From an optimization exercise on the open Yosys and OpenROAD flow, aimed at small area, a short achievable clock period and few clock cycles per item; shortcuts taken in it are not production practice. Function was checked by simulation only, so behaviour that the tests miss may differ from the original. Power and IR drop assume default switching activity.

$ cat flow/run.sh
#!/bin/bash
# The standard layout, with strong buffers on the ports (in place of the
# delay cells buffer_ports picks by default) and cell sizing in repair not
# held to the original cell's footprint.
set -euo pipefail
export BUFFER_PORTS_ARGS="-buffer_cell sky130_fd_sc_hd__buf_4"
bash standard.sh MATCH_CELL_FOOTPRINT=0 finish > standard.log 2>&1
$ cat standard.sh
#!/bin/bash
# synth_recipe.tcl (not shown) runs the flow's synth.tcl, then flattens the netlist and writes it again
# the make line also repeats each setting of config.mk as NAME=value (left out here)
make -C /OpenROAD-flow-scripts/flow DESIGN_CONFIG=/design/flow/config.mk WORK_HOME=/design/flow/orfs CLKGATE_MAP_FILE= SYNTH_SCRIPT=/design/flow/synth_recipe.tcl "${@:-finish}"
$ cat config.mk
export PLATFORM = sky130hd
export DESIGN_NAME = processor
export DESIGN_NICKNAME = processor
export VERILOG_FILES = /design/flow/design.v
export SDC_FILE = /design/flow/constraint.sdc
export NUM_CORES = 4
export LEC_CHECK = 0
export CAP_MARGIN = 20
export CORE_MARGIN = 2
export CORE_UTILIZATION = 40
export PLACE_DENSITY = 0.6
export SETUP_SLACK_MARGIN = 2.5
export SLEW_MARGIN = 20
export SYNTH_HIERARCHICAL = 1
export SYNTH_MINIMUM_KEEP_SIZE = 0
$ cat constraint.sdc
create_clock -name core_clock -period 6.0 [get_ports {clk}]
set_input_delay 1.2000 -clock core_clock [delete_from_list [all_inputs] [get_ports {clk}]]
set_output_delay 1.2000 -clock core_clock [all_outputs]
set_load 0.01 [all_outputs]
$ cat design.v
module rf_read_port(ra, we, wa, wd, rall, rd);
    input [4:0] ra;
    input we;
    input [4:0] wa;
    input [7:0] wd;
    input [255:0] rall;
    output [7:0] rd;
    wire byp, nbyp;
    wire [3:0] nlo;
    wire [7:0] nhi;
    rf_bypass BYP(.ra(ra), .we(we), .wa(wa), .byp(byp), .nbyp(nbyp));
    rf_predecode PDEC(.ra(ra), .nlo(nlo), .nhi(nhi));
    wire [31:0] s;
    assign s[0] = 1'b0;
    genvar i, b;
    generate
        for (i = 1; i < 32; i = i + 1) begin : g_sel
            rf_nor2 SEL(.a(nlo[i % 4]), .b(nhi[i / 4]), .y(s[i]));
        end
        for (b = 0; b < 8; b = b + 1) begin : g_bit
            wire [10:0] g;
            wire [2:0] p;
            wire t, nwd;
            for (i = 0; i < 10; i = i + 1) begin : g_aoi
                rf_a222oi AOI(.a1(s[3*i+1]), .a2(rall[8*(3*i+1)+b]),
                              .b1(s[3*i+2]), .b2(rall[8*(3*i+2)+b]),
                              .c1(s[3*i+3]), .c2(rall[8*(3*i+3)+b]), .y(g[i]));
            end
            rf_nand2 AOI1(.a(s[31]), .b(rall[8*31+b]), .y(g[10]));
            rf_nand4 N0(.a(g[0]), .b(g[1]), .c(g[2]), .d(g[3]), .y(p[0]));
            rf_nand4 N1(.a(g[4]), .b(g[5]), .c(g[6]), .d(g[7]), .y(p[1]));
            rf_nand3 N2(.a(g[8]), .b(g[9]), .c(g[10]), .y(p[2]));
            rf_nor3 T(.a(p[0]), .b(p[1]), .c(p[2]), .y(t));
            rf_inv IW(.a(wd[b]), .y(nwd));
            rf_o22ai O(.a1(t), .a2(byp), .b1(nbyp), .b2(nwd), .y(rd[b]));
        end
    endgenerate
endmodule
module rf_bypass(ra, we, wa, byp, nbyp);
    input [4:0] ra, wa;
    input we;
    output byp, nbyp;
    assign byp = we & (ra == wa);
    assign nbyp = ~byp;
endmodule
module rf_predecode(ra, nlo, nhi);
    input [4:0] ra;
    output [3:0] nlo;
    output [7:0] nhi;
    genvar j;
    generate
        for (j = 0; j < 4; j = j + 1) begin : g_lo
            assign nlo[j] = ~(ra[1:0] == j);
        end
        for (j = 0; j < 8; j = j + 1) begin : g_hi
            assign nhi[j] = ~(ra[4:2] == j);
        end
    endgenerate
endmodule
module rf_nor3(a, b, c, y);
    input a, b, c;
    output y;
    assign y = ~(a | b | c);
endmodule
module rf_a222oi(a1, a2, b1, b2, c1, c2, y);
    input a1, a2, b1, b2, c1, c2;
    output y;
    assign y = ~((a1 & a2) | (b1 & b2) | (c1 & c2));
endmodule
module rf_o22ai(a1, a2, b1, b2, y);
    input a1, a2, b1, b2;
    output y;
    assign y = ~((a1 | a2) & (b1 | b2));
endmodule
module rf_nor2(a, b, y);
    input a, b;
    output y;
    assign y = ~(a | b);
endmodule
module rf_nand2(a, b, y);
    input a, b;
    output y;
    assign y = ~(a & b);
endmodule
module rf_inv(a, y);
    input a;
    output y;
    assign y = ~a;
endmodule
module rf_nand4(a, b, c, d, y);
    input a, b, c, d;
    output y;
    assign y = ~(a & b & c & d);
endmodule
module rf_nand3(a, b, c, y);
    input a, b, c;
    output y;
    assign y = ~(a & b & c);
endmodule
module processor(clk, rst, max_pc, imem_addr, imem_data, dmem_addr, dmem_data, done, out);
    input clk, rst;
    input [7:0] max_pc;
    output [7:0] imem_addr;
    input [31:0] imem_data;
    output [3:0] dmem_addr;
    input [7:0] dmem_data;
    output reg done;
    output [7:0] out;
    reg       e_valid;           
    reg       e_beq, e_bne;      
    reg       e_eql, e_eqh;      
    reg [7:0] e_tgt;             
    reg [7:0] e_seq;             
    reg [7:0] e_a, e_b;          
    reg [4:0] e_wa;              
    reg       e_jal, e_slt, e_lw;
    wire       e_eq  = e_eql & e_eqh;
    wire       taken = (e_beq & e_eq) | (e_bne & ~e_eq);
    wire [7:0] npc   = taken ? e_tgt : e_seq;
    wire [7:0] sum   = e_a + e_b;
    wire       lt    = $signed(e_a) < $signed(e_b);
    wire [7:0] wd    = e_lw  ? dmem_data :
                       e_jal ? e_tgt :
                       e_slt ? {7'd0, lt} : sum;
    wire       tgt_ge = (e_tgt >= max_pc);
    wire       seq_ge = (e_seq >= max_pc);
    wire       finish = e_valid & (taken ? tgt_ge : seq_ge);
    assign imem_addr = npc;
    assign dmem_addr = sum[3:0];
    reg [7:0] rf [1:31];
    wire [255:0] rall;
    wire [7:0] wd_m = rst ? 8'd0 : wd;
    assign rall[7:0] = 8'd0;
    genvar i;
    generate
        for (i = 1; i < 32; i = i + 1) begin : g_rf
            always @(posedge clk)
                if (rst || e_wa == i)
                    rf[i] <= wd_m;
            assign rall[8 * i +: 8] = rf[i];
        end
    endgenerate
    assign out = rf[4];
    wire [4:0] f_rs = imem_data[25:21];
    wire [4:0] f_rt = imem_data[20:16];
    wire       e_we = (e_wa != 5'd0);
    wire [7:0] f_a, f_b;     
    rf_read_port RPA(.ra(f_rs), .we(e_we), .wa(e_wa), .wd(wd), .rall(rall), .rd(f_a));
    rf_read_port RPB(.ra(f_rt), .we(e_we), .wa(e_wa), .wd(wd), .rall(rall), .rd(f_b));
    wire [5:0] f_op = imem_data[31:26];
    wire [5:0] f_fn = imem_data[5:0];
    wire [7:0] f_imm = imem_data[7:0];
    wire f_rtype = (f_op == 6'b000000);
    wire f_slt   = f_rtype && f_fn == 6'b101010;
    wire f_addu  = f_rtype && f_fn == 6'b100001;
    wire f_jr    = f_rtype && f_fn == 6'b001000;
    wire f_jal   = (f_op == 6'b000011);
    wire f_addiu = (f_op == 6'b001001);
    wire f_beq   = (f_op == 6'b000100);
    wire f_bne   = (f_op == 6'b000101);
    wire f_lw    = (f_op == 6'b100011);
    wire [4:0] f_wa = (f_slt | f_addu)  ? imem_data[15:11] :
                      (f_addiu | f_lw)  ? f_rt :
                      f_jal             ? 5'd31 : 5'd0;
    wire [7:0] f_seq = f_jal ? f_imm : f_jr ? f_a : npc + 8'd1;
    wire go = ~rst & ~done & ~finish;
    always @(posedge clk) begin
        e_tgt  <= npc + (f_jal ? 8'd4 : f_imm);
        e_a    <= f_a;
        e_b    <= (f_addiu | f_lw) ? f_imm : f_b;
        e_slt  <= f_slt;
        e_lw   <= f_lw;
        e_jal  <= f_jal;
        e_eql  <= (f_a[3:0] == f_b[3:0]);
        e_eqh  <= (f_a[7:4] == f_b[7:4]);
        if (rst) begin
            e_valid <= 1'b0;
            e_wa    <= 5'd0;
            e_beq   <= 1'b0;
            e_bne   <= 1'b0;
            e_seq   <= 8'd0;
            done    <= 1'b0;
        end else begin
            e_valid <= go;
            e_wa    <= go ? f_wa : 5'd0;
            e_beq   <= f_beq;
            e_bne   <= f_bne;
            e_seq   <= f_seq;
            if (finish) done <= 1'b1;
        end
    end
endmodule
==> results_dict.tcl, run 1 <==
set metrics [dict create \
    finalPower_mw 6.381 \
    htreeDepth 1 \
    clock_sinks 294 \
    slew_viol_final 0 \
    tightest_slew_ns 1.018 \
    vdd_drop_max_v 0.0002642 \
    grt_pass1_wl_um 61900 \
    hold_buffers 0 \
    route.detailed.drc 0 \
    gr-total-overflow 0 \
    rr_startpoint "e_a[0]" \
    wl_per_cell_um 25.40 \
    fp.dieArea_um2 36580 \
    fin_crit_sh 0.5775 \
    cp.arrival_ns 3.90 \
    first_pass_iters 8 \
    num_antenna_cells 0 \
    dp_hpwl_um 30710 \
    p_leak_nw 5.847 \
    startpoint "imem_data[25]" \
    avgSynthCellArea_um2 12.93 \
    grt_pass1_vias 10244 \
    root_buffer "clkbuf_16" \
    min-delay-start "e_valid" \
    final_core_utilization 0.4636 \
    insertion_delay_ns 0.57 \
    io_buffers 67 \
    layout-drive-gt1-share 0.1535 \
    vias 10545 \
    path_cells "buf_4, or3b_1, nor2_1, a222oi_1, nand4_1, nor3_2, o22ai_1, xor2_1, nor4_1" \
    fin_crit_ns 3.465 \
    cp_data_required_time_ns 6.44 \
    crit_path_max_incr_delay_ns 0.56 \
    crit_path_end_kind "flop" \
    synth.cell_area_um2 14030 \
    path_class "primary input to flop" \
    cts_made_buffers 31 \
    io_pins 71 \
    cap_violations 0 \
    start_util 0.4061 \
    placed_area_um2 15050 \
    max_freq_ghz 0.2886 \
    p_per_area_nw_per_um2 398.5 \
    nets 1260 \
    hold_viol 0 \
    hold_class "flop to flop" \
    rsz0062_at_grt "false" \
    fin_setup_tns_ns 0 \
    fin_area_um2 16010 \
    cts_tree "done" \
    crit_path_max_fanout 9 \
    slew_headroom 0.3203 \
    grt_util_all_layers 0.2253 \
    place_congestion 0.9595 \
    area_delta_synth_final_pct 14.16 \
    postRouteAntennaNets 0 \
    clockBufferDepth 3 \
    coreArea_um2 34540 \
    synth_warnings 8 \
    skew_ns 0.01339 \
    viasPerCell 6.403 \
    wirelength_um 41840 \
    die_h_um 191.3 \
    synthCells 1085 \
    clk_pin_slew_ns 0.06 \
    setup_viol 0 \
    slowest_stage "nor2_1" \
    die_w_um 191.3 \
    rows 68 \
    grt_max_degree 59 \
    status "no timing/DRC/antenna violations" \
    cp-start-kind "primary input" \
    syn_nets 1176 \
    first_iter_violations 1836 \
    grt_antenna_before_repair 0 \
]
## per-stage QoR
| stage | std cells | worst slack (ns) | hold WS (ns) |
|---|---|---|---|
| finish | 1647 | 2.535 | 0.6343 |
| floorplan | 1085 | 2.560 | 0.5623 |
| detailed placement | 1589 | 1.968 | 0.6323 |
| CTS | 1647 | 2.555 | 0.6473 |
| global route | 1647 | 2.511 | 0.7250 |
| global placement | 1589 | 2.038 | 0.6178 |
## path summary, 6_finish.rpt
check              endpoint  slack [ns]  cells past startpoint
hold / removal      e_valid        0.63                      3
hold reg to reg     e_valid        0.63                      3
setup reg to reg  rf[19][2]        2.88                      7
setup / recovery      e_eqh        2.53                      9
## worst max-delay path: cells and delay by family
kind,cells,cell delay (ns)
buffers and inverters,1,0.16
and+or+nand+nor,5,1.71
xor gates and xnor gates,1,0.14
AOI/OAI and AO/OA,2,0.68
## cell type report
type / instances / area (um2)
Multi-Input combinational cell: 718 / 5395
Clock buffer: 37 / 798.3
Timing Repair Buffer: 76 / 583.1
Sequential cell: 294 / 8368
Fill cell: 3131 / 18530
Tap cell: 455 / 569.3
Inverter: 48 / 180.2
Clock inverter: 19 / 118.9
## routing by layer
layer / track usage / share of wire / vias up
li1: - / - / 4717
met1: 0.3011 / 0.41 / 5118
met2: 0.3581 / 0.45 / 605
met3: 0.03690 / 0.090 / 105
met4: 0.1068 / 0.048 / 0
met5: 0 / 0 / -
## timing repair
action,CTS,global route
buffers inserted,2,0
endpoints found under the setup margin,2,4
pin swaps,0,1
resized for setup,0,7
## power by group
| part | total, mW | switching [mW] | leakage, nW | internal (mW) |
|---|---|---|---|---|
| clock | 1.74 | 0.760 | 0.458 | 0.983 |
| sequential | 3.32 | 0.306 | 2.91 | 3.01 |
| combinational | 1.32 | 0.863 | 2.48 | 0.458 |
| total | 6.38 | 1.93 | 5.85 | 4.45 |
## registers in the layout, summed over array words and instances, names as in the netlist
signal	flops
e_beq	1
e_lw	1
done	1
e_valid	1
e_eql	1
e_a	8
e_slt	1
e_tgt	8
rf	248
e_b	8
e_bne	1
e_wa	5
e_jal	1
e_seq	8
e_eqh	1
## cell usage in the layout, fill, tap and decap left out, types with 8 or more instances in the layout
| master | n |
|---|---|
| nand3b_1 | 12 |
| nor3_1 | 13 |
| edfxtp_1 | 248 |
| o21bai_1 | 17 |
| mux2i_1 | 11 |
| a222oi_1 | 160 |
| inv_1 | 47 |
| nand2b_1 | 8 |
| o22ai_1 | 17 |
| nand4_1 | 33 |
| nor2_1 | 89 |
| nand2_1 | 71 |
| a21o_1 | 14 |
| xnor2_1 | 14 |
| ha_1 | 39 |
| dfxtp_1 | 46 |
| nor3b_1 | 11 |
| nor2b_1 | 11 |
| a21oi_1 | 13 |
| xor2_1 | 20 |
| o21ai_0 | 18 |
| clkinv_2 | 9 |
| nor3_2 | 18 |
| clkbuf_16 | 31 |
| nand3_1 | 26 |
| buf_4 | 75 |
Testbench counts, summed over its fixed seeds: cycles 16,064, instructions 15,104.
==> inputs of run 2 (changes only) <==
--- a/config.mk
+++ b/config.mk
@@ -11,3 +11,3 @@
 export PLACE_DENSITY = 0.6
-export SETUP_SLACK_MARGIN = 2.5
+export SETUP_SLACK_MARGIN = 3.2
 export SLEW_MARGIN = 20
==> run 2 against run 1 <==
Compared with the run above:
- sequential power barely moved
- still clean
- largest cell class unchanged
- power is 7.3% higher
- hold slack gained 0.0071 ns
- setup slack gained 0.31 ns
- first-iteration DRC count down 4.5%
- die area unchanged
- critical endpoint is now imem_addr[4]
- register-to-register slack better by 0.19 ns
==> results_dict.tcl, run 2 <==
set metrics [dict create \
    io_buffers 67 \
    grt_antenna_before_repair 0 \
    critical_path_buf_inv_count 3 \
    first_pass_iters 9 \
    path_class "flop to output port" \
    setup_viol 0 \
    fin_ws_ns 2.850 \
    vdd_drop_max_v 0.0002632 \
    finalPower_mw 6.847 \
    crit_path_max_fanout 6 \
    synth_warnings 8 \
    insertion_delay_ns 0.58 \
    path_depth 6 \
    skew_ns 0.02412 \
    cts_made_buffers 31 \
    final_cell_mix "edfxtp_1, a222oi_1, buf_4" \
    cp.arrival_ns 1.95 \
    p_per_area_nw_per_um2 386.7 \
    die_w_um 191.3 \
    fin_crit_sh 0.5250 \
    r2r_cells 16 \
    wl_per_cell_um 25.97 \
    start_util 0.4061 \
    slew_viol_final 0 \
    rows 68 \
    rsz0062_at_grt "true" \
    clockBufferDepth 3 \
    largest_reg_flops 248 \
    syn_nets 1176 \
    route.detailed.drc 0 \
    fill_cells 3021 \
    hold_class "flop to flop" \
    fp.dieArea_um2 36580 \
    wirelength_um 44800 \
    dp_hpwl_um 31130 \
    synth.cell_area_um2 14030 \
    regArea_um2 8376 \
    final_core_utilization 0.5126 \
    vias 11058 \
    slowest_stage "dfxtp_1" \
    cp_data_required_time_ns 4.80 \
    dp_cells 1590 \
    regMostFlops "rf" \
    fin_crit_ns 3.150 \
    final_common_cell "edfxtp_1" \
    cp-start-kind "flop" \
    grt_pass1_vias 10559 \
    clk_pin_slew_ns 0.07 \
    die_h_um 191.3 \
    synthCells 1085 \
    coreArea_um2 34540 \
    place_congestion 1.026 \
    max_freq_ghz 0.3174 \
    grt_util_all_layers 0.2406 \
    multiInputGateArea_um2 6128 \
    area_delta_synth_final_pct 26.22 \
    gr-total-overflow 0 \
    hold_viol 0 \
    cap_violations 0 \
    crit_path_max_incr_delay_ns 0.31 \
    p_leak_nw 6.449 \
    grt_pass1_wl_um 65640 \
    grt_max_degree 59 \
    status "no timing/DRC/antenna violations" \
    path_cells "nand2_2, mux2i_4, buf_12, buf_8, mux2_4, buf_6" \
    postRouteAntennaNets 0 \
    nets 1336 \
    clock_sinks 294 \
    fin_setup_tns_ns 0 \
    slew_headroom 0.3334 \
    root_buffer "clkbuf_16" \
    place_ws_ns 2.178 \
    cts_tree "done" \
    layout-drive-gt1-share 0.3110 \
    htreeDepth 1 \
    whs_path_depth 3 \
    first_iter_violations 1753 \
    critPathTopFamily "multiplexers" \
    viasPerCell 6.410 \
    final_cells 1725 \
    tightest_slew_ns 0.9979 \
    crit_path_end_kind "output port" \
    io_pins 71 \
    avgSynthCellArea_um2 12.93 \
    num_antenna_cells 0 \
]
==> run 2: path summary, 6_finish.rpt <==
kind	start	end	slack, ns
worst min-delay path	e_valid	e_valid	0.64
worst max register to register	e_eql	e_tgt[7]	3.07
worst min register to register	e_valid	e_valid	0.64
worst max-delay path	e_eql	imem_addr[4]	2.85
==> run 2: final cells by class <==
class,instances,share of cell area
inverter,48,0.01018
clock buffer,31,0.04381
multi-input combinational,718,0.3461
clock inverter,27,0.01562
timing repair buffer,152,0.07908
tap,455,0.03215
sequential,294,0.4730
==> run 2: stage by stage <==
step	instance area, um2	hold WS [ns]
finish	17710	0.6415
global route	17710	0.6902
CTS	17430	0.6409
detailed placement	15400	0.6258
global placement	15400	0.6098
floorplan	14390	0.5623
==> run 2: per-layer routing <==
layer / vias to the layer above / wire [um] / track usage
li1: 4872 / - / -
met1: 5483 / 18260 / 0.3283
met2: 602 / 21090 / 0.3984
met3: 101 / 3825 / 0.02864
met4: 0 / 1631 / 0.08077
met5: - / 0 / 0
==> run 2: power breakdown <==
group	internal (mW)	switching [mW]	leakage [nW]
registers	3.01	0.311	2.91
logic	0.598	0.964	3.03
clock network	1.10	0.863	0.506
total	4.71	2.14	6.45
==> run 2: worst reg2reg max path: cells and delay by family (launching register included) <==
kind | cells | cell delay (ns)
adders and majority gates | 1 | 0.22
buffers and inverters | 7 | 0.82
xor gates and xnor gates | 1 | 0.16
and+or+nand+nor | 1 | 0.10
DFF | 1 | 0.31
AOI/OAI and AO/OA | 4 | 0.76
muxes | 2 | 0.50
==> run 2: repair_timing <==
action,CTS,global route
hold buffers,0,0
setup buffers,62,15
resized for setup,104,36
endpoints found under the setup margin,83,63
pin swaps,77,58
==> inputs of run 3 (changes only) <==
--- a/config.mk
+++ b/config.mk
@@ -10,2 +10,3 @@
 export CORE_UTILIZATION = 40
+export CTS_BUF_LIST = sky130_fd_sc_hd__clkbuf_4 sky130_fd_sc_hd__clkbuf_8
 export PLACE_DENSITY = 0.6
==> run 3 against run 2 <==
Compared with the run above:
- die area did not move
- synthesized cell count unchanged
- power shrank 2.9%
- core utilization up 0.55 points
- still clean
- clock skew decreased by 0.0028 ns
- critical endpoint unchanged
- clock power down 11%
- sequential share of layout area is 0.49 points lower
- largest cell class unchanged
- final cell count increased by 3.2%
==> results_dict.tcl, run 3 <==
set metrics [dict create \
    fin_setup_tns_ns 0 \
    clock_sinks 294 \
    postRouteAntennaNets 0 \
    fin_ws_ns 2.857 \
    root_buffer "clkbuf_8" \
    clk_pin_slew_ns 0.07 \
    grt_antenna_before_repair 0 \
    viasPerCell 6.348 \
    final_common_cell "edfxtp_1" \
    dp_hpwl_um 31130 \
    crit_path_end_kind "output port" \
    slew_headroom 0.3449 \
    rsz0062_at_grt "true" \
    fin_crit_sh 0.5238 \
    num_antenna_cells 0 \
    coreArea_um2 34540 \
    slowest_stage "dfxtp_2" \
    hold_buffers 0 \
    nets 1378 \
    cts_tree "done" \
    insertion_delay_ns 0.59 \
    die_h_um 191.3 \
    htreeDepth 2 \
    crit_path_max_fanout 6 \
    rr_endpoint "e_tgt[7]" \
    place_ws_ns 2.178 \
    skew_ns 0.02135 \
    place_congestion 1.026 \
    avgSynthCellArea_um2 12.93 \
    io_buffers 67 \
    io_pins 71 \
    slew_viol_final 0 \
    clockBufferDepth 3 \
    max_freq_ghz 0.3182 \
    layout-drive-gt1-share 0.3366 \
    status "no timing/DRC/antenna violations" \
    start_util 0.4061 \
    synthCells 1085 \
    min-delay-start "e_valid" \
    vdd_drop_max_v 0.0002435 \
    rows 68 \
    first_iter_violations 1881 \
    final_cell_mix "edfxtp_1, a222oi_1, buf_4" \
    hold_class "flop to flop" \
    startpoint "e_eql" \
    route.detailed.drc 0 \
    p_per_area_nw_per_um2 371.4 \
    path_class "flop to output port" \
    path_depth 6 \
    grt_max_degree 59 \
    cp_data_required_time_ns 4.80 \
    wl_per_cell_um 25.77 \
    r2r_cells 21 \
    final_core_utilization 0.5181 \
    path_cells "nand2_4, mux2i_4, buf_12, buf_8, mux2_4, buf_6" \
    hold_viol 0 \
    cp-start-kind "flop" \
    grt_util_all_layers 0.2443 \
    synth.cell_area_um2 14030 \
    critPathTopFamily "multiplexers" \
    rr_startpoint "e_eql" \
    r2r_slack_ns 3.01 \
    grt_pass1_wl_um 66340 \
    largest_reg_flops 248 \
    cap_violations 0 \
    cts_made_buffers 49 \
    tightest_slew_ns 0.9806 \
    area_delta_synth_final_pct 27.58 \
    synth_warnings 8 \
    p_leak_nw 6.582 \
    critical_path_buf_inv_count 3 \
    cp.arrival_ns 1.94 \
    fp.dieArea_um2 36580 \
    gr-total-overflow 0 \
    die_w_um 191.3 \
    crit_path_max_incr_delay_ns 0.33 \
    fill_cells 3012 \
    first_pass_iters 9 \
    wirelength_um 45870 \
    whs_ns 0.6807 \
    regMostFlops "rf" \
    setup_viol 0 \
    fin_crit_ns 3.143 \
    vias 11300 \
    critPathCapture "imem_addr[4]" \
    syn_nets 1176 \
    grt_pass1_vias 10840 \
]
-- run 3: routing by layer --
metal / part of all wire / GRT usage
met1: 0.40 / 0.3264
met2: 0.47 / 0.3959
met3: 0.089 / 0.04314
met4: 0.035 / 0.09497
met5: 0 / 0
-- run 3: how the worst min path moves through the flow --
stage          endpoint  slack [ns]  cells past startpoint
2_1_floorplan   e_valid        0.56                      3
6_report        e_valid        0.68                      3
5_1_grt         e_valid        0.73                      3
3_5_place_dp    e_valid        0.63                      3
3_3_place_gp    e_valid        0.61                      3
4_1_cts         e_valid        0.64                      3
-- run 3: area by class of cell --
class,count,area (um2),share of cell area
clock inverters,29,190.2,0.01063
well taps,455,569.3,0.03181
clock buffers,60,763.2,0.04265
flip-flops and latches,294,8378,0.4682
inverters,48,180.2,0.01007
multi-input cells,718,6203,0.3466
repair buffers,176,1612,0.09005
-- run 3: metrics by stage --
stage,std cells,instance area [um2],total power [mW]
6_report,1780,17900,6.647
5_1_grt,1780,17900,6.920
4_1_cts,1752,17370,6.567
3_5_place_dp,1590,15400,4.688
3_3_place_gp,1590,15400,4.642
2_1_floorplan,1085,14390,4.050
-- run 3: repair_timing --
action / in CTS / in global routing
resized for setup: 98 / 71
buffers inserted: 73 / 27
endpoints found under the setup margin: 80 / 47
endpoints found under the hold margin: 0 / 0
pin swaps: 87 / 95
cloned: 0 / 1
-- run 3: worst register-to-register path, stage by stage (launching register included) --
cell and delay [ns]:
dfxtp_2 0.33, nand2_4 0.08, mux2i_4 0.24, buf_12 0.16, buf_6 0.12, mux2i_4 0.23
inv_2 0.08, buf_6 0.12, buf_6 0.10, buf_6 0.10, buf_6 0.10, buf_6 0.10
buf_6 0.10, buf_6 0.10, buf_6 0.10, buf_6 0.10, buf_6 0.10, buf_6 0.10
buf_6 0.10, buf_6 0.12, xnor2_4 0.14, xnor2_1 0.13
-- run 3: power by group --
part           leakage [nW]  internal (mW)  switching, mW
combinational          3.16          0.599          0.964
sequential             2.91           3.01          0.316
clock                 0.506          0.930          0.823
==> inputs of run 4 (changes only) <==
==> run.sh (new file) <==
#!/bin/bash
# synth_recipe.tcl (not shown) runs the flow's synth.tcl, then flattens the netlist and writes it again
# the make line also repeats each setting of config.mk as NAME=value (left out here)
make -C /OpenROAD-flow-scripts/flow DESIGN_CONFIG=/design/flow/config.mk WORK_HOME=/design/flow/orfs CLKGATE_MAP_FILE= SYNTH_SCRIPT=/design/flow/synth_recipe.tcl finish
--- a/config.mk
+++ b/config.mk
@@ -10,5 +10,4 @@
 export CORE_UTILIZATION = 40
-export CTS_BUF_LIST = sky130_fd_sc_hd__clkbuf_4 sky130_fd_sc_hd__clkbuf_8
 export PLACE_DENSITY = 0.6
-export SETUP_SLACK_MARGIN = 3.2
+export SETUP_SLACK_MARGIN = 2.5
 export SLEW_MARGIN = 20
removed: flow/run.sh
removed: standard.sh
==> run 4 against run 3 <==
Compared with the run above:
- synthesized area unchanged
- critical path depth rose by 3
- first-iteration DRC count down 11%
- highest routed layer unchanged
- routed wire length fell by 7.1%
- sequential power is essentially flat
- clock power grew 9%
- largest cell class unchanged
- non-clock buffer count decreased by 93
==> results_dict.tcl, run 4 <==
set metrics [dict create \
    final_common_cell "edfxtp_1" \
    place_ws_ns 1.415 \
    first_pass_iters 11 \
    grt_max_degree 59 \
    grt_util_all_layers 0.2285 \
    synth_warnings 8 \
    fp.dieArea_um2 36580 \
    synth.cell_area_um2 14030 \
    place_congestion 1.014 \
    syn_nets 1176 \
    area_delta_synth_final_pct 17.88 \
    max_freq_ghz 0.2767 \
    root_buffer "clkbuf_16" \
    clockBufferDepth 3 \
    io_pins 71 \
    fin_setup_tns_ns 0 \
    cp-start-kind "primary input" \
    skew_ns 0.01749 \
    fin_crit_ns 3.615 \
    final_core_utilization 0.4787 \
    grt_antenna_before_repair 0 \
    hold_class "flop to flop" \
    coreArea_um2 34540 \
    cts_tree "done" \
    setup_viol 0 \
    critPathTopFamily "simple AND/OR/NAND/NOR gates" \
    min-delay-start "e_valid" \
    cp_data_required_time_ns 6.48 \
    die_w_um 191.3 \
    fin_area_um2 16530 \
    critical_path_buf_inv_count 1 \
    tightest_slew_ns 0.9780 \
    wl_per_cell_um 25.76 \
    wirelength_um 42600 \
    path_cells "dlygate4sd2_1, or3b_1, nor2_2, a222oi_1, nand4_1, nor3_2, o22ai_1, xor2_1, nor4_1" \
    first_iter_violations 1666 \
    whs_ns 0.6516 \
    grt_pass1_wl_um 62360 \
    crit_path_end_kind "flop" \
    slew_headroom 0.3467 \
    layout-drive-gt1-share 0.1526 \
    cap_violations 0 \
    postRouteAntennaNets 0 \
    p_leak_nw 5.959 \
    slew_viol_final 0 \
    avgSynthCellArea_um2 12.93 \
    io_buffers 67 \
    crit_path_max_fanout 10 \
    clock_sinks 294 \
    num_antenna_cells 0 \
    fin_ws_ns 2.385 \
    crit_path_max_incr_delay_ns 0.60 \
    path_class "primary input to flop" \
    rsz0062_at_grt "false" \
    cp.arrival_ns 4.09 \
    slowest_stage "dlygate4sd2_1" \
    placed_area_um2 15230 \
    rows 68 \
    htreeDepth 1 \
    insertion_delay_ns 0.57 \
    dp_hpwl_um 30210 \
    clk_pin_slew_ns 0.06 \
    rr_startpoint "e_a[0]" \
    dp_cells 1591 \
    regMostFlops "rf" \
    synthCells 1085 \
    vdd_drop_max_v 0.0002675 \
    startpoint "imem_data[19]" \
    hold_viol 0 \
    final_cell_mix "edfxtp_1, a222oi_1, nand2_1" \
    final_cells 1654 \
    p_per_area_nw_per_um2 398.5 \
    status "no timing/DRC/antenna violations" \
    hold_buffers 0 \
    route.detailed.drc 0 \
    cts_made_buffers 30 \
    fill_cells 3066 \
    grt_pass1_vias 10094 \
    vias 10604 \
    fin_crit_sh 0.6024 \
    start_util 0.4061 \
    gr-total-overflow 0 \
    largest_reg_flops 248 \
    die_h_um 191.3 \
    nets 1266 \
    viasPerCell 6.411 \
    finalPower_mw 6.589 \
]
==> run 4: layout make-up <==
cell class	count	area, um2	area share
clock buffer	35	790.8	0.04782
clock inverter	21	221.5	0.01339
inverter	48	180.2	0.01090
multi-input combinational	718	5630	0.3405
sequential	294	8368	0.5061
tap	455	569.3	0.03443
timing repair buffer	83	774.5	0.04684
==> run 4: tightest hold or removal path: stages (launching register included) <==
cell      delay [ns]
dfxtp_1         0.30
nor2_1          0.11
a311oi_2        0.12
nor2_1          0.09
==> run 4: worst paths after layout <==
| path | end | slack (ns) | cells after the start |
|---|---|---|---|
| setup / recovery | e_eqh | 2.39 | 9 |
| hold / removal | e_valid | 0.65 | 3 |
| setup reg to reg | rf[20][1] | 2.90 | 7 |
| hold reg to reg | e_valid | 0.65 | 3 |
==> run 4: report_power, final <==
group | switching, mW | internal [mW]
registers | 0.309 | 3.01
logic | 0.877 | 0.482
clock network | 0.795 | 1.11
==> run 4: metal layers <==
layer  GRT usage  part of all wire  vias to the layer above
met5           0                 0                        -
met3     0.03249             0.088                       87
met4     0.08343             0.033                        0
met1      0.3102              0.41                     5232
met2      0.3728              0.46                      569
li1            -                 -                     4716
==> run 4: what timing repair did <==
| item | 4_1_cts | 5_1_grt |
|---|---|---|
| resized for setup | 60 | 45 |
| setup buffers | 3 | 4 |
| pin swaps | 1 | 6 |
| setup endpoints to repair | 32 | 14 |
==> inputs of run 5 (changes only) <==
--- a/design.v
+++ b/design.v
@@ -124,5 +124,3 @@
                        e_slt ? {7'd0, lt} : sum;
-    wire       tgt_ge = (e_tgt >= max_pc);
-    wire       seq_ge = (e_seq >= max_pc);
-    wire       finish = e_valid & (taken ? tgt_ge : seq_ge);
+    wire       finish = e_valid & (npc >= max_pc);
     assign imem_addr = npc;
==> flow/run.sh (new file) <==
#!/bin/bash
# The standard layout, with strong buffers on the ports (in place of the
# delay cells buffer_ports picks by default) and cell sizing in repair not
# held to the original cell's footprint.
set -euo pipefail
export BUFFER_PORTS_ARGS="-buffer_cell sky130_fd_sc_hd__buf_2"
bash standard.sh MATCH_CELL_FOOTPRINT=0 finish > standard.log 2>&1
==> standard.sh (new file) <==
#!/bin/bash
# synth_recipe.tcl (not shown) runs the flow's synth.tcl, then flattens the netlist and writes it again
# the make line also repeats each setting of config.mk as NAME=value (left out here)
make -C /OpenROAD-flow-scripts/flow DESIGN_CONFIG=/design/flow/config.mk WORK_HOME=/design/flow/orfs CLKGATE_MAP_FILE= SYNTH_SCRIPT=/design/flow/synth_recipe.tcl "${@:-finish}"
--- a/config.mk
+++ b/config.mk
@@ -10,4 +10,6 @@
 export CORE_UTILIZATION = 40
+export CTS_CLUSTER_DIAMETER = 100
+export CTS_CLUSTER_SIZE = 30
 export PLACE_DENSITY = 0.6
-export SETUP_SLACK_MARGIN = 2.5
+export SETUP_SLACK_MARGIN = 3.2
 export SLEW_MARGIN = 20
removed: run.sh
==> run 5 against run 4 <==
Compared with the run above:
- combinational power is 15% higher
- core utilization is 1.5 points higher
- routed wire length is 2.1% higher
- largest power group unchanged
==> results_dict.tcl, run 5 <==
set metrics [dict create \
    p_leak_nw 5.979 \
    clockBufferDepth 3 \
    finalPower_mw 6.036 \
    cap_violations 0 \
    fill_cells 3003 \
    io_pins 71 \
    fin_ws_ns 2.786 \
    postRouteAntennaNets 0 \
    viasPerCell 6.461 \
    htreeDepth 1 \
    slew_viol_final 0 \
    avgSynthCellArea_um2 12.91 \
    max_freq_ghz 0.3111 \
    crit_path_end_kind "flop" \
    synth.cell_area_um2 13760 \
    io_buffers 67 \
    cp.arrival_ns 3.61 \
    setup_viol 0 \
    largest_reg_flops 248 \
    tightest_slew_ns 1.002 \
    layout-drive-gt1-share 0.2835 \
    first_pass_iters 9 \
    grt_pass1_vias 10084 \
    syn_nets 1147 \
    fin_area_um2 16620 \
    crit_path_max_incr_delay_ns 0.51 \
    clk_pin_slew_ns 0.11 \
    fin_crit_ns 3.214 \
    grt_max_degree 52 \
    place_ws_ns 1.938 \
    fp.dieArea_um2 35890 \
    path_class "primary input to flop" \
    fin_crit_sh 0.5357 \
    die_h_um 189.5 \
    gr-total-overflow 0 \
    grt_util_all_layers 0.2335 \
    slew_headroom 0.3309 \
    start_util 0.4082 \
    hold_viol 0 \
    status "no timing/DRC/antenna violations" \
    final_common_cell "edfxtp_1" \
    vdd_drop_max_v 0.0001953 \
    final_cells 1659 \
    dp_hpwl_um 30620 \
    regMostFlops "rf" \
    cts_made_buffers 14 \
    grt_antenna_before_repair 0 \
    nets 1287 \
    cp_data_required_time_ns 6.40 \
    area_delta_synth_final_pct 20.85 \
    rows 67 \
    cp-start-kind "primary input" \
    vias 10718 \
    path_cells "buf_12, or3b_4, nor2_4, a222oi_1, nand4_1, nor3_2, o22ai_1, xor2_1, nor4_2" \
    root_buffer "clkbuf_16" \
    clock_sinks 294 \
    slowest_stage "a222oi_1" \
    final_cell_mix "edfxtp_1, a222oi_1, buf_4" \
    wl_per_cell_um 26.22 \
    crit_path_max_fanout 10 \
    wirelength_um 43500 \
    die_w_um 189.5 \
    synthCells 1066 \
    route.detailed.drc 0 \
    place_congestion 0.8942 \
    insertion_delay_ns 0.52 \
    grt_pass1_wl_um 62490 \
    p_per_area_nw_per_um2 363.0 \
    first_iter_violations 1632 \
    rsz0062_at_grt "true" \
    coreArea_um2 33700 \
    dp_cells 1565 \
    fin_setup_tns_ns 0 \
    whs_ns 0.5141 \
    hold_class "flop to flop" \
    placed_area_um2 14900 \
    cts_tree "done" \
    synth_warnings 8 \
    final_core_utilization 0.4933 \
    skew_ns 0.01862 \
]
run 5: cell count changes in the layout (fill, tap and decap cells not counted), moves of 7 or more:
cell,before,now
buf_12,1,9
buf_2,1,57
buf_4,15,69
buf_6,0,8
clkbuf_16,31,18
clkdlybuf4s50_1,46,0
dlygate4sd2_1,9,0
ha_1,39,23
nand2_1,69,62
nor2_1,55,38
nor2_2,34,23
nor2_4,3,35
nor2b_1,11,4
nor3_1,13,6
run 5: cell type report:
type | instances | area, um2 | share of cell area
Antenna cell | 1 | 2.502 | 0.0001505
Clock buffer | 17 | 382.9 | 0.02303
Clock inverter | 3 | 43.79 | 0.002634
Inverter | 55 | 206.4 | 0.01242
Multi-Input combinational cell | 692 | 5859 | 0.3524
Sequential cell | 294 | 8376 | 0.5038
Tap cell | 448 | 560.5 | 0.03372
Timing Repair Buffer | 149 | 1194 | 0.07180
run 5: final timing paths:
check / from / slack, ns / cells past startpoint / to
setup / recovery: imem_data[20] / 2.79 / 9 / e_eql
hold / removal: done / 0.51 / 2 / done
setup reg to reg: e_eql / 3.04 / 14 / e_wa[0]
hold reg to reg: done / 0.51 / 2 / done
run 5: power by group:
part | leakage (nW) | switching, mW | internal, mW | total, mW
Clock | 0.204 | 0.661 | 0.474 | 1.14
Combinational | 2.86 | 0.965 | 0.602 | 1.57
Sequential | 2.92 | 0.309 | 3.02 | 3.33
Total | 5.98 | 1.94 | 4.10 | 6.04
run 5: worst max-delay path: cells and delay by family:
| family | cells | cell delay [ns] |
|---|---|---|
| AO/OA/AOI/OAI | 2 | 0.66 |
| XOR/XNOR | 1 | 0.20 |
| buffers and inverters | 1 | 0.13 |
| AND/OR/NAND/NOR | 5 | 1.40 |
run 5: routing by layer:
| layer | share of wire | routed length (um) | GRT usage | up-vias |
|---|---|---|---|---|
| li1 | - | - | - | 4733 |
| met1 | 0.41 | 17810 | 0.3169 | 5308 |
| met2 | 0.46 | 20230 | 0.3814 | 604 |
| met3 | 0.089 | 3888 | 0.03744 | 73 |
| met4 | 0.036 | 1581 | 0.08110 | 0 |
| met5 | 0 | 0 | 0 | - |
run 5: what timing repair did:
item,CTS,global route
buffers inserted,41,29
gates resized for setup,130,44
pin swaps,75,60
hold buffers,0,0
endpoints found under the setup margin,182,118
cloned,2,1
Testbench counts of run 5, summed over its fixed seeds: cycles 16,064, instructions 15,104.
==> inputs of run 6 (changes only) <==
--- a/config.mk
+++ b/config.mk
@@ -10,4 +10,2 @@
 export CORE_UTILIZATION = 40
-export CTS_CLUSTER_DIAMETER = 100
-export CTS_CLUSTER_SIZE = 30
 export PLACE_DENSITY = 0.6
==> run 6 against run 5 <==
Compared with the run above:
- synthesized area is the same
- largest power group unchanged
- non-clock buffer count rose by 2
- combinational power hardly changed
- routed wire length rose by 2.8%
- sequential cell count unchanged
- power up 15%
- critical path depth did not move
- register-to-register slack barely moved
==> results_dict.tcl, run 6 <==
set metrics [dict create \
    status "no timing/DRC/antenna violations" \
    whs_path_depth 2 \
    io_pins 71 \
    layout-drive-gt1-share 0.2987 \
    grt_antenna_before_repair 0 \
    insertion_delay_ns 0.53 \
    fin_ws_ns 2.821 \
    p_leak_nw 6.311 \
    startpoint "imem_data[25]" \
    largest_reg_flops 248 \
    viasPerCell 6.439 \
    avgSynthCellArea_um2 12.91 \
    clk_pin_slew_ns 0.06 \
    final_core_utilization 0.5136 \
    top_layer "met4" \
    rr_startpoint "e_b[1]" \
    vdd_drop_max_v 0.0002907 \
    multiInputGateArea_um2 5836 \
    setup_viol 0 \
    fin_crit_ns 3.179 \
    area_delta_synth_final_pct 25.82 \
    syn_nets 1147 \
    crit_path_max_fanout 8 \
    hold_class "flop to flop" \
    first_iter_violations 1733 \
    hold_viol 0 \
    final_cell_mix "edfxtp_1, a222oi_1, buf_4" \
    crit_path_end_kind "flop" \
    cts_made_buffers 34 \
    regArea_um2 8376 \
    dp_hpwl_um 30620 \
    rr_endpoint "e_eqh" \
    slew_headroom 0.3215 \
    grt_util_all_layers 0.2397 \
    grt_max_degree 52 \
    min-delay-start "done" \
    min_to "done" \
    finalPower_mw 6.918 \
    fin_crit_sh 0.5298 \
    rows 67 \
    nets 1309 \
    root_buffer "clkbuf_16" \
    fin_setup_tns_ns 0 \
    synthCells 1066 \
    die_w_um 189.5 \
    cp-start-kind "primary input" \
    clockBufferDepth 3 \
    path_class "primary input to flop" \
    wl_per_cell_um 26.28 \
    vias 10952 \
    p_per_area_nw_per_um2 399.7 \
    die_h_um 189.5 \
    r2r_slack_ns 3.05 \
    fill_cells 2905 \
    grt_pass1_wl_um 64150 \
    gr-total-overflow 0 \
    first_pass_iters 9 \
    htreeDepth 2 \
    coreArea_um2 33700 \
    regMostFlops "rf" \
    postRouteAntennaNets 0 \
    cp.arrival_ns 3.57 \
    tightest_slew_ns 1.016 \
    rsz0062_at_grt "true" \
    start_util 0.4082 \
    place_ws_ns 1.938 \
    place_congestion 0.8942 \
    clock_sinks 294 \
    dr_wl_met3_um 4196 \
    r2r_cells 12 \
    cts_tree "done" \
    met1Wirelength_um 18190 \
    io_buffers 67 \
    cap_violations 0 \
    cp_data_required_time_ns 6.39 \
    skew_ns 0.02336 \
    route.detailed.drc 0 \
    grt_pass1_vias 10300 \
    max_freq_ghz 0.3146 \
    slew_viol_final 0 \
    wirelength_um 44700 \
    synth.cell_area_um2 13760 \
    met2WireLength_um 20770 \
    fp.dieArea_um2 35890 \
    final_common_cell "edfxtp_1" \
    synth_warnings 8 \
]
-- run 6: area by class of cell --
| class | instances | share of cell area |
|---|---|---|
| Inverter | 55 | 0.01193 |
| Clock buffer | 41 | 0.05190 |
| Sequential cell | 294 | 0.4839 |
| Timing Repair Buffer | 151 | 0.07192 |
| Multi-Input combinational cell | 692 | 0.3371 |
| Tap cell | 448 | 0.03238 |
| Clock inverter | 19 | 0.01070 |
| Antenna cell | 1 | 0.0001446 |
-- run 6: what timing repair did --
action                     4_1_cts  5_1_grt
hold endpoints to repair         0        0
gates cloned                     3        2
setup buffers                   41       29
pin swaps                       75       25
setup endpoints to repair      162      102
hold buffers                     0        0
gates resized for setup        141       32
-- run 6: stage by stage --
| step | area (um2) | instances | hold WS (ns) |
|---|---|---|---|
| CTS | 16900 | 1669 | 0.5057 |
| global route | 17310 | 1700 | 0.5693 |
| global placement | 14900 | 1565 | 0.4728 |
| floorplan | 14060 | 1066 | 0.5121 |
| finish | 17310 | 1701 | 0.5019 |
| detailed placement | 14900 | 1565 | 0.4824 |
-- run 6: worst max path at each step --
| stage | cells past startpoint | endpoint | slack [ns] |
|---|---|---|---|
| final | 9 | e_eql | 2.82 |
| after global routing | 9 | e_eql | 2.81 |
| after CTS | 9 | e_eql | 2.96 |
| after detailed placement | 9 | e_eql | 1.94 |
| after global placement | 9 | e_eql | 2.01 |
| after floorplan | 12 | e_tgt[6] | 2.67 |
-- run 6: power by group --
part,switching (mW),internal (mW)
logic,0.971,0.586
registers,0.312,3.03
clock network,0.847,1.17
total,2.13,4.79
-- run 6: worst max-delay path, cell delays in order --
cell and delay (ns):
buf_12 0.11, or3b_4 0.29, nor2_4 0.08, a222oi_1 0.57, nand4_1 0.31, nor3_2 0.27
o22ai_2 0.17, xor2_1 0.21, nor4_2 0.35
-- run 6: layer usage --
metal  vias up  global-route usage
met2       648              0.3883
li1       4808                   -
met5         -                   0
met3        98             0.03689
met4         0             0.08199
met1      5398              0.3296
==> inputs of run 7 (changes only) <==
--- a/flow/run.sh
+++ b/flow/run.sh
@@ -5,3 +5,3 @@
 set -euo pipefail
-export BUFFER_PORTS_ARGS="-buffer_cell sky130_fd_sc_hd__buf_2"
+export BUFFER_PORTS_ARGS="-buffer_cell sky130_fd_sc_hd__buf_4"
 bash standard.sh MATCH_CELL_FOOTPRINT=0 finish > standard.log 2>&1
==> run 7 against run 6 <==
Compared with the run above:
- still clean on timing, DRC and antenna
- maximum frequency rose by 3.2%
- first-iteration DRC count fell by 14%
- final cell count shrank 0.71%
- clock skew decreased by 0.010 ns
- non-clock buffer count is 5 lower
- sequential power hardly changed
- die area unchanged
- core utilization is 0.23 points lower
- clock power down 8%
- sequential share of layout area up 0.24 points
- critical path type is now flop to output port
- largest power group unchanged
==> results_dict.tcl, run 7 <==
set metrics [dict create \
    rows 67 \
    p_seq_frac 0.492 \
    place_ws_ns 2.036 \
    final_common_cell "edfxtp_1" \
    regMostFlops "rf" \
    fin_crit_sh 0.5135 \
    grt_antenna_before_repair 0 \
    grt_pass1_wl_um 64510 \
    clock_sinks 294 \
    min-delay-start "done" \
    start_util 0.4082 \
    path_class "flop to output port" \
    root_buffer "clkbuf_16" \
    crit_path_max_incr_delay_ns 0.37 \
    status "no timing/DRC/antenna violations" \
    vias 10782 \
    grt_max_degree 52 \
    vdd_drop_max_v 0.0002205 \
    wl_per_cell_um 26.30 \
    viasPerCell 6.384 \
    grt_pass1_vias 10418 \
    cp.arrival_ns 1.88 \
    die_w_um 189.5 \
    clockBufferDepth 3 \
    cp-start-kind "flop" \
    fin_setup_tns_ns 0 \
    sw_frac_of_total 0.3046 \
    syn_nets 1147 \
    num_antenna_cells 0 \
    cp_data_required_time_ns 4.80 \
    gr-total-overflow 0 \
    first_iter_violations 1482 \
    final_cell_mix "edfxtp_1, a222oi_1, buf_4" \
    p_comb_frac 0.234 \
    cap_violations 0 \
    hold_viol 0 \
    first_pass_iters 7 \
    slew_headroom 0.2995 \
    tightest_slew_ns 1.049 \
    io_buffers 67 \
    grt_util_all_layers 0.2399 \
    fin_ws_ns 2.919 \
    io_pins 71 \
    synth_warnings 8 \
    layout-drive-gt1-share 0.2933 \
    p_clk_frac 0.274 \
    setup_viol 0 \
    postRouteAntennaNets 0 \
    path_cells "and3_4, nor2_4, mux2i_4, inv_2, buf_4" \
    fin_crit_ns 3.081 \
    p_per_area_nw_per_um2 394.3 \
    rsz0062_at_grt "true" \
    hold_buffers 0 \
    cts_made_buffers 31 \
    slew_viol_final 0 \
    slowest_stage "dfxtp_4" \
    hold_class "flop to flop" \
    htreeDepth 1 \
    place_congestion 0.8933 \
    largest_reg_flops 248 \
    insertion_delay_ns 0.59 \
    avgSynthCellArea_um2 12.91 \
    max_freq_ghz 0.3245 \
    fp.dieArea_um2 35890 \
    die_h_um 189.5 \
    wirelength_um 44420 \
    nets 1301 \
    skew_ns 0.01301 \
    crit_path_max_fanout 4 \
    area_delta_synth_final_pct 25.25 \
    synth.cell_area_um2 13760 \
    dp_hpwl_um 31000 \
    crit_path_end_kind "output port" \
    clk_pin_slew_ns 0.07 \
    p_sw_mw 2.070 \
    cts_tree "done" \
    route.detailed.drc 0 \
    coreArea_um2 33700 \
    synthCells 1066 \
    rr_startpoint "e_eqh" \
    p_leak_nw 6.249 \
    startpoint "e_eqh" \
    cell_internal_pwr_mw 4.724 \
]
run 7: area by class of cell:
type                       instances  area [um2]
inverter                          55       206.4
clock buffer                      37       798.3
sequential                       294        8378
fill                            2915       16470
multi-input combinational        692        5851
tap                              448       560.5
timing repair buffer             146        1265
clock inverter                    17       171.4
run 7: stage by stage:
step	instance area (um2)	total power, mW	hold WS (ns)	utilization	instances
2_1_floorplan	14060	4.067	0.5121	-	1066
3_3_place_gp	15060	4.649	0.4796	0.4469	1564
3_5_place_dp	15060	4.698	0.4966	0.4469	1564
4_1_cts	16830	6.749	0.5113	0.4993	1659
5_1_grt	17230	7.070	0.5670	0.5113	1689
6_report	17230	6.794	0.5216	0.5113	1689
run 7: layer usage:
layer	wire length, um	track usage
met1	17980	0.3190
met2	20730	0.3939
met3	3631	0.03411
met4	2070	0.1023
met5	0	0
run 7: worst paths after layout:
kind,slack (ns),cells after the start,end
worst max register to register,3.17,12,e_wa[3]
worst min-delay path,0.52,2,done
worst min register to register,0.52,2,done
worst max-delay path,2.92,5,imem_addr[5]
run 7: critical path: cells and delay by family (launching register included):
kind                   cells  cell delay (ns)
buffers and inverters      2             0.22
DFF                        1             0.37
muxes                      1             0.29
and+or+nand+nor            2             0.42
run 7: power by group through the flow:
stage | logic (mW) | clock network (mW) | registers, mW
floorplan | 0.804 | 0 | 3.26
global placement | 1.32 | 0 | 3.33
detailed placement | 1.34 | 0 | 3.36
CTS | 1.53 | 1.89 | 3.33
global route | 1.71 | 1.97 | 3.40
finish | 1.59 | 1.86 | 3.34
run 7: what timing repair did:
action                     4_1_cts  5_1_grt
setup buffers                   40       30
cloned                           1        0
setup endpoints to repair      154       87
pin swaps                       90       69
resized for setup              119       41
==> inputs of run 8 (changes only) <==
--- a/config.mk
+++ b/config.mk
@@ -15 +15,2 @@
 export SYNTH_MINIMUM_KEEP_SIZE = 0
+export TNS_END_PERCENT = 20
==> run 8 against run 7 <==
Compared with the run above:
- synthesized cell count is the same
- maximum frequency shrank 3.5%
- routed wire length shrank 2.0%
- power grew 2.6%
- clock skew grew 0.0054 ns
- combinational power is essentially flat
- critical path depth grew 4
- non-clock buffer count shrank 21
- final area shrank 1.7%
- die area is the same
- core utilization shrank 0.85 points
- first-iteration DRC count grew 20%
- largest power group unchanged
- highest routed layer is now met5
==> results_dict.tcl, run 8 <==
set metrics [dict create \
    grt_antenna_before_repair 1 \
    hold_buffers 0 \
    grt_pass1_vias 10406 \
    final_core_utilization 0.5027 \
    slew_viol_final 0 \
    p_per_area_nw_per_um2 411.4 \
    insertion_delay_ns 0.58 \
    p_leak_nw 6.191 \
    viasPerCell 6.517 \
    rr_startpoint "e_b[1]" \
    tightest_slew_ns 1.009 \
    postRouteAntennaNets 0 \
    fin_ws_ns 2.808 \
    die_w_um 189.5 \
    final_common_cell "edfxtp_1" \
    grt_max_degree 52 \
    setup_viol 0 \
    route.detailed.drc 0 \
    slew_headroom 0.3258 \
    cp_data_required_time_ns 6.46 \
    fp.dieArea_um2 35890 \
    layout-drive-gt1-share 0.2663 \
    cts_made_buffers 31 \
    rr_endpoint "rf[29][3]" \
    cts_tree "done" \
    whs_path_depth 2 \
    fin_crit_sh 0.5321 \
    crit_path_end_kind "flop" \
    rsz0062_at_grt "true" \
    max_freq_ghz 0.3132 \
    coreArea_um2 33700 \
    fin_area_um2 16940 \
    crit_path_max_fanout 8 \
    io_buffers 67 \
    clk_pin_slew_ns 0.06 \
    place_congestion 0.9133 \
    avgSynthCellArea_um2 12.91 \
    wirelength_um 43540 \
    vdd_drop_max_v 0.0002689 \
    fill_cells 2934 \
    syn_nets 1147 \
    dp_hpwl_um 30560 \
    min_to "done" \
    dp_cells 1564 \
    num_antenna_cells 0 \
    fin_crit_ns 3.192 \
    placed_area_um2 14810 \
    synth_warnings 8 \
    finalPower_mw 6.970 \
    vias 10896 \
    place_ws_ns 1.846 \
    first_iter_violations 1779 \
    status "no timing/DRC/antenna violations" \
    cp.arrival_ns 3.65 \
    fin_setup_tns_ns 0 \
    start_util 0.4082 \
    synth.cell_area_um2 13760 \
    gr-total-overflow 0 \
    io_pins 71 \
    path_class "primary input to flop" \
    root_buffer "clkbuf_16" \
    skew_ns 0.01839 \
    first_pass_iters 8 \
    r2r_cells 11 \
    hold_viol 0 \
    rows 67 \
    grt_pass1_wl_um 63610 \
    clockBufferDepth 3 \
    hold_class "flop to flop" \
    grt_util_all_layers 0.2353 \
    nets 1280 \
    clock_sinks 294 \
    r2r_slack_ns 3.11 \
    final_cells 1672 \
    largest_reg_flops 248 \
    min-delay-start "done" \
    area_delta_synth_final_pct 23.16 \
    regMostFlops "rf" \
    die_h_um 189.5 \
    cap_violations 0 \
    htreeDepth 1 \
    wl_per_cell_um 26.04 \
    cp-start-kind "primary input" \
    final_cell_mix "edfxtp_1, a222oi_1, buf_4" \
    synthCells 1066 \
    whs_ns 0.5101 \
]
[run 8: routing by layer]
layer	share of wire	wire (um)	track usage	vias up
li1	-	-	-	4736
met5	0.00025	11	0	-
met2	0.46	20240	0.3836	679
met1	0.39	17150	0.3072	5367
met4	0.042	1808	0.09392	2
met3	0.099	4331	0.04968	112
[run 8: worst max-delay path by stage]
stage | start | endpoint
floorplan | imem_data[30] | e_tgt[6]
global placement | imem_data[21] | e_eql
detailed placement | imem_data[22] | e_eql
CTS | e_eql | imem_addr[2]
global route | imem_data[17] | e_eql
finish | imem_data[17] | e_eql
[run 8: power breakdown]
part           switching, mW  leakage (nW)  internal [mW]
clock                  0.817         0.544           1.23
sequential             0.313          2.92           3.03
combinational          0.979          2.73          0.594
total                   2.11          6.19           4.86
[run 8: final cells by class]
type	instances	area (um2)	share of cell area
flip-flops and latches	294	8376	0.4944
multi-input cells	692	5640	0.3329
repair buffers	125	1060	0.06255
clock buffers	35	810.8	0.04785
well taps	448	560.5	0.03308
clock inverters	23	289.0	0.01706
inverters	55	206.4	0.01219
[run 8: critical path, cell delays in order]
cell and delay (ns):
buf_4 0.18, or2_4 0.27, nor2_2 0.13, a222oi_1 0.54, nand4_1 0.32, nor3_2 0.29
o22ai_1 0.18, xor2_1 0.22, nor4_2 0.32
[run 8: repair_timing]
action	CTS	global route
gates resized for setup	147	17
endpoints found under the setup margin	165	208
pin swaps	64	29
cloned	2	0
setup buffers	29	19
==> inputs of run 9 (changes only) <==
--- a/config.mk
+++ b/config.mk
@@ -10,2 +10,4 @@
 export CORE_UTILIZATION = 40
+export CTS_CLUSTER_DIAMETER = 80
+export CTS_CLUSTER_SIZE = 22
 export PLACE_DENSITY = 0.6
@@ -15,2 +17 @@
 export SYNTH_MINIMUM_KEEP_SIZE = 0
-export TNS_END_PERCENT = 20
==> run 9 against run 8 <==
Compared with the run above:
- power is 10% lower
- setup slack improved by 0.035 ns
- synthesized area unchanged
- register-to-register slack improved by 0.10 ns
- critical path type unchanged
- critical path depth stayed put
- sequential cell count unchanged
- largest power group unchanged
- sequential power barely moved
- clock power fell by 35%
- maximum frequency rose by 1.1%
- still clean on timing, DRC and antenna
- count of clock-buffer cells in the layout decreased by 13
- final area fell by 0.44%
- combinational power barely moved
==> results_dict.tcl, run 9 <==
set metrics [dict create \
    rsz0062_at_grt "true" \
    largest_reg_flops 248 \
    cp_data_required_time_ns 6.41 \
    final_common_cell "edfxtp_1" \
    layout-drive-gt1-share 0.2884 \
    hold_viol 0 \
    p_seq_frac 0.534 \
    hold_class "flop to flop" \
    fin_setup_tns_ns 0 \
    crit_path_max_fanout 10 \
    final_cell_mix "edfxtp_1, a222oi_1, buf_4" \
    wl_per_cell_um 26.41 \
    final_core_utilization 0.5006 \
    htreeDepth 1 \
    syn_nets 1147 \
    sw_frac_of_total 0.3182 \
    synthCells 1066 \
    grt_max_degree 52 \
    gr-total-overflow 0 \
    cell_internal_pwr_mw 4.262 \
    p_per_area_nw_per_um2 370.6 \
    status "no timing/DRC/antenna violations" \
    wirelength_um 43970 \
    skew_ns 0.02512 \
    clockBufferDepth 3 \
    cap_violations 0 \
    p_sw_mw 1.989 \
    cp-start-kind "primary input" \
    regMostFlops "rf" \
    synth.cell_area_um2 13760 \
    multiInputGateArea_um2 5834 \
    fin_crit_sh 0.5262 \
    place_ws_ns 2.036 \
    place_congestion 0.8933 \
    fin_crit_ns 3.157 \
    coreArea_um2 33700 \
    fin_ws_ns 2.843 \
    max_freq_ghz 0.3167 \
    clock_sinks 294 \
    root_buffer "clkbuf_16" \
    io_pins 71 \
    regArea_um2 8378 \
    p_comb_frac 0.253 \
    p_clk_frac 0.213 \
    first_iter_violations 1637 \
    slew_viol_final 0 \
    grt_pass1_vias 10287 \
    io_buffers 67 \
    die_h_um 189.5 \
    synth_warnings 8 \
    path_class "primary input to flop" \
    avgSynthCellArea_um2 12.91 \
    clk_pin_slew_ns 0.08 \
    tightest_slew_ns 1.013 \
    insertion_delay_ns 0.54 \
    cp.arrival_ns 3.57 \
    first_pass_iters 7 \
    vias 10705 \
    fill_cells 2935 \
    rows 67 \
    setup_viol 0 \
    area_delta_synth_final_pct 22.62 \
    nets 1290 \
    cts_tree "done" \
    die_w_um 189.5 \
    whs_ns 0.5261 \
    vdd_drop_max_v 0.0002198 \
    p_leak_nw 6.072 \
    grt_util_all_layers 0.2379 \
    start_util 0.4082 \
    crit_path_end_kind "flop" \
    dp_hpwl_um 31000 \
    cts_made_buffers 19 \
    viasPerCell 6.429 \
    route.detailed.drc 0 \
    grt_antenna_before_repair 0 \
    finalPower_mw 6.251 \
    grt_pass1_wl_um 63660 \
    fp.dieArea_um2 35890 \
    num_antenna_cells 0 \
    slew_headroom 0.3235 \
    postRouteAntennaNets 0 \
]
[run 9: per-layer routing]
metal  share of wire  track usage
met1            0.40       0.3181
met2            0.47       0.3911
met3           0.086      0.03448
met4           0.044      0.09541
met5               0            0
[run 9: metrics by stage]
stage / instance area [um2] / std cells
floorplan: 14060 / 1066
global placement: 15060 / 1564
detailed placement: 15060 / 1564
CTS: 16480 / 1638
global route: 16870 / 1665
finish: 16870 / 1665
[run 9: cell type report]
class | instances | share of cell area
clock buffers | 22 | 0.02945
clock inverters | 7 | 0.004525
inverters | 55 | 0.01224
multi-input cells | 692 | 0.3459
flip-flops and latches | 294 | 0.4967
well taps | 448 | 0.03323
repair buffers | 147 | 0.07803
[run 9: power groups by stage]
stage / registers [mW] / clock network [mW] / logic, mW
2_1_floorplan: 3.26 / 0 / 0.804
3_3_place_gp: 3.33 / 0 / 1.32
3_5_place_dp: 3.36 / 0 / 1.34
4_1_cts: 3.32 / 1.36 / 1.51
5_1_grt: 3.39 / 1.43 / 1.69
6_report: 3.34 / 1.33 / 1.58
[run 9: path summary, 6_finish.rpt]
check,start,to,slack [ns],cells past startpoint
worst max-delay path,imem_data[20],e_eql,2.84,9
worst min-delay path,done,done,0.53,2
worst max register to register,e_eql,e_wa[0],3.21,12
worst min register to register,done,done,0.53,2
[run 9: what timing repair did]
item / 4_1_cts / 5_1_grt
setup buffers: 43 / 27
pin swaps: 100 / 76
cloned: 2 / 0
hold buffers: 0 / 0
resized for setup: 117 / 40
endpoints found under the setup margin: 160 / 90
[run 9: worst max-delay path, stage by stage]
cell	delay (ns)
buf_8	0.13
or3b_4	0.31
nor2_4	0.09
a222oi_1	0.52
nand4_1	0.33
nor3_2	0.34
o22ai_2	0.13
xor2_1	0.19
nor4_2	0.30
==> inputs of run 10 (changes only) <==
--- a/config.mk
+++ b/config.mk
@@ -10,6 +10,4 @@
 export CORE_UTILIZATION = 40
-export CTS_CLUSTER_DIAMETER = 80
-export CTS_CLUSTER_SIZE = 22
 export PLACE_DENSITY = 0.6
-export SETUP_SLACK_MARGIN = 3.2
+export SETUP_SLACK_MARGIN = 3.5
 export SLEW_MARGIN = 20
==> run 10 against run 9 <==
Compared with the run above:
- still clean on timing, DRC and antenna
- synthesized area is the same
- clock skew down 0.012 ns
- via count rose by 4.7%
- non-clock buffer count rose by 30
- power grew 17%
- first-iteration DRC count up 18%
- count of clock-buffer cells in the layout is 17 higher
- register-to-register slack about the same
- critical endpoint is now e_eqh
==> results_dict.tcl, run 10 <==
set metrics [dict create \
    clockBufferDepth 3 \
    die_h_um 189.5 \
    area_delta_synth_final_pct 30.62 \
    wirelength_um 46550 \
    grt.busiest_layer "met2" \
    vdd_drop_max_v 0.0002952 \
    final_core_utilization 0.5332 \
    cp-start-kind "primary input" \
    num_antenna_cells 0 \
    tightest_slew_ns 1.044 \
    crit_path_frequent_cell "buf_4" \
    place_congestion 1.004 \
    cell_internal_pwr_mw 5.065 \
    crit_path_max_fanout 8 \
    final_common_cell "edfxtp_1" \
    p_leak_nw 6.548 \
    coreArea_um2 33700 \
    rows 67 \
    p_seq_frac 0.459 \
    use_met2 0.3925 \
    fin_ws_ns 2.892 \
    clk_pin_slew_ns 0.06 \
    fin_crit_ns 3.108 \
    grt_max_degree 55 \
    synth.cell_area_um2 13760 \
    slew_headroom 0.3023 \
    viasPerCell 6.491 \
    clock_sinks 294 \
    postRouteAntennaNets 0 \
    status "no timing/DRC/antenna violations" \
    cts_tree "done" \
    use_met1 0.3422 \
    fin_setup_tns_ns 0 \
    dp_cells 1561 \
    path_class "primary input to flop" \
    regMostFlops "rf" \
    critPathTopFamily "simple AND/OR/NAND/NOR gates" \
    largest_reg_flops 248 \
    cp_data_required_time_ns 6.46 \
    setup_viol 0 \
    finalPower_mw 7.302 \
    p_comb_frac 0.268 \
    htreeDepth 1 \
    critical_path_buf_inv_count 2 \
    p_per_area_nw_per_um2 406.4 \
    avgSynthCellArea_um2 12.91 \
    slowest_stage "a222oi_1" \
    die_w_um 189.5 \
    first_iter_violations 1934 \
    hold_viol 0 \
    fin_crit_sh 0.5180 \
    rsz0062_at_grt "true" \
    final_cell_mix "edfxtp_1, a222oi_1, buf_4" \
    io_pins 71 \
    p_sw_mw 2.237 \
    crit_path_end_kind "flop" \
    place_ws_ns 2.282 \
    max_freq_ghz 0.3218 \
    grt_util_all_layers 0.2504 \
    hold_class "flop to flop" \
    insertion_delay_ns 0.58 \
    sw_frac_of_total 0.3063 \
    synthCells 1066 \
    syn_nets 1147 \
    crit_path_max_incr_delay_ns 0.51 \
    wl_per_cell_um 26.96 \
    p_clk_frac 0.272 \
    nets 1335 \
    grt_antenna_before_repair 1 \
    grt_pass1_wl_um 66820 \
    layout-drive-gt1-share 0.3417 \
    fp.dieArea_um2 35890 \
    cap_violations 0 \
    grt_pass1_vias 10603 \
    cts_made_buffers 31 \
    skew_ns 0.01334 \
    route.detailed.drc 0 \
    start_util 0.4082 \
    cp.arrival_ns 3.57 \
    slew_viol_final 0 \
    final_cells 1727 \
    gr-usage-met3 0.03781 \
    first_pass_iters 9 \
    dp_hpwl_um 31050 \
    vias 11210 \
    io_buffers 67 \
    path_cells "buf_4, nand2b_4, buf_4, nor2_4, a222oi_1, nand4_1, nor3_2, o22ai_2, xor2_1, nor4_1" \
    root_buffer "clkbuf_16" \
    gr-total-overflow 0 \
    synth_warnings 8 \
]
[run 10: timing repair]
item | 4_1_cts | 5_1_grt
setup buffers | 65 | 38
endpoints found under the setup margin | 236 | 234
hold buffers | 0 | 0
cloned | 3 | 2
pin swaps | 90 | 86
resized for setup | 126 | 63
[run 10: metal layers]
layer / part of all wire / vias up
met5: 0.00028 / -
met4: 0.047 / 2
met3: 0.091 / 110
met2: 0.46 / 663
met1: 0.40 / 5571
li1: - / 4864
[run 10: power by group through the flow]
stage,clock (mW),sequential [mW],combinational [mW]
after detailed placement,0,3.37,1.39
final,1.99,3.35,1.96
after global placement,0,3.34,1.38
after CTS,2.00,3.34,1.75
after global routing,2.08,3.42,2.06
after floorplan,0,3.26,0.851
[run 10: worst paths after layout]
check | cells past startpoint | startpoint | slack, ns | to
worst min-delay path | 2 | done | 0.51 | done
worst max register to register | 14 | e_b[0] | 3.22 | e_eqh
worst min register to register | 2 | done | 0.51 | done
worst max-delay path | 10 | imem_data[17] | 2.89 | e_eqh
[run 10: area by class of cell]
cell class,instances,area [um2]
inverter,55,206.4
sequential,294,8386
fill,2821,15730
multi-input combinational,695,6101
tap,448,560.5
timing repair buffer,177,1669
clock buffer,39,815.8
clock inverter,19,231.5
[run 10: per-stage QoR]
stage / hold WS [ns] / cell area [um2]
detailed placement: 0.4921 / 15230
finish: 0.5082 / 17970
CTS: 0.5059 / 17400
global placement: 0.5002 / 15230
floorplan: 0.5121 / 14280
global route: 0.5719 / 17970
[run 10: tightest hold or removal path, delay by kind of cell (launching register included)]
family / cells / cell delay (ns)
flip-flops: 1 / 0.33
AND/OR/NAND/NOR: 2 / 0.14

## port drivers added, routing unchanged
The results above use ideal ports. As a check the final layouts listed here were re-extracted and re-timed, cells and wires unchanged. Step 1 (the two cells are an assumption about what drives the block):
set clk [get_ports {clk}]
set_driving_cell -lib_cell sky130_fd_sc_hd__clkbuf_16 $clk
set_driving_cell -lib_cell sky130_fd_sc_hd__buf_2 [delete_from_list [all_inputs] $clk]
Step 2, shift: input delay + t, output delay - t, t = (earliest + latest rising clock arrival at the registers) / 2. This alone moves slack from input paths to output paths. Slacks: no drivers / after step 1 / after step 2; pairs: no drivers / after step 1.
| run | t (ns) | setup slack, ns | worst setup path after step 2 | worst slew at a driven data input, ns |
|---|---|---|---|---|
| run 1 | 0.612 | 2.535 / 2.562 / 1.950 | input to register | 0.09 |
| run 2 | 0.617 | 2.850 / 2.797 / 2.392 | input to register | 0.09 |
| run 3 | 0.620 | 2.857 / 2.812 / 2.379 | input to register | 0.17 |
| run 4 | 0.616 | 2.385 / 2.416 / 1.800 | input to register | 0.08 |
| run 5 | 0.562 | 2.786 / 2.793 / 2.231 | input to register | 0.19 |
| run 6 | 0.563 | 2.821 / 2.751 / 2.188 | input to register | 0.19 |
| run 7 | 0.629 | 2.919 / 2.870 / 2.297 | input to register | 0.14 |
| run 8 | 0.623 | 2.808 / 2.784 / 2.161 | input to register | 0.16 |
| run 9 | 0.577 | 2.843 / 2.836 / 2.259 | input to register | 0.15 |
| run 10 | 0.623 | 2.892 / 2.849 / 2.227 | input to register | 0.15 |
After both steps every run listed still meets setup and hold. The setup slack of run 10, which loses most, moves by -0.043 ns with the drivers and by -0.665 ns with both steps.
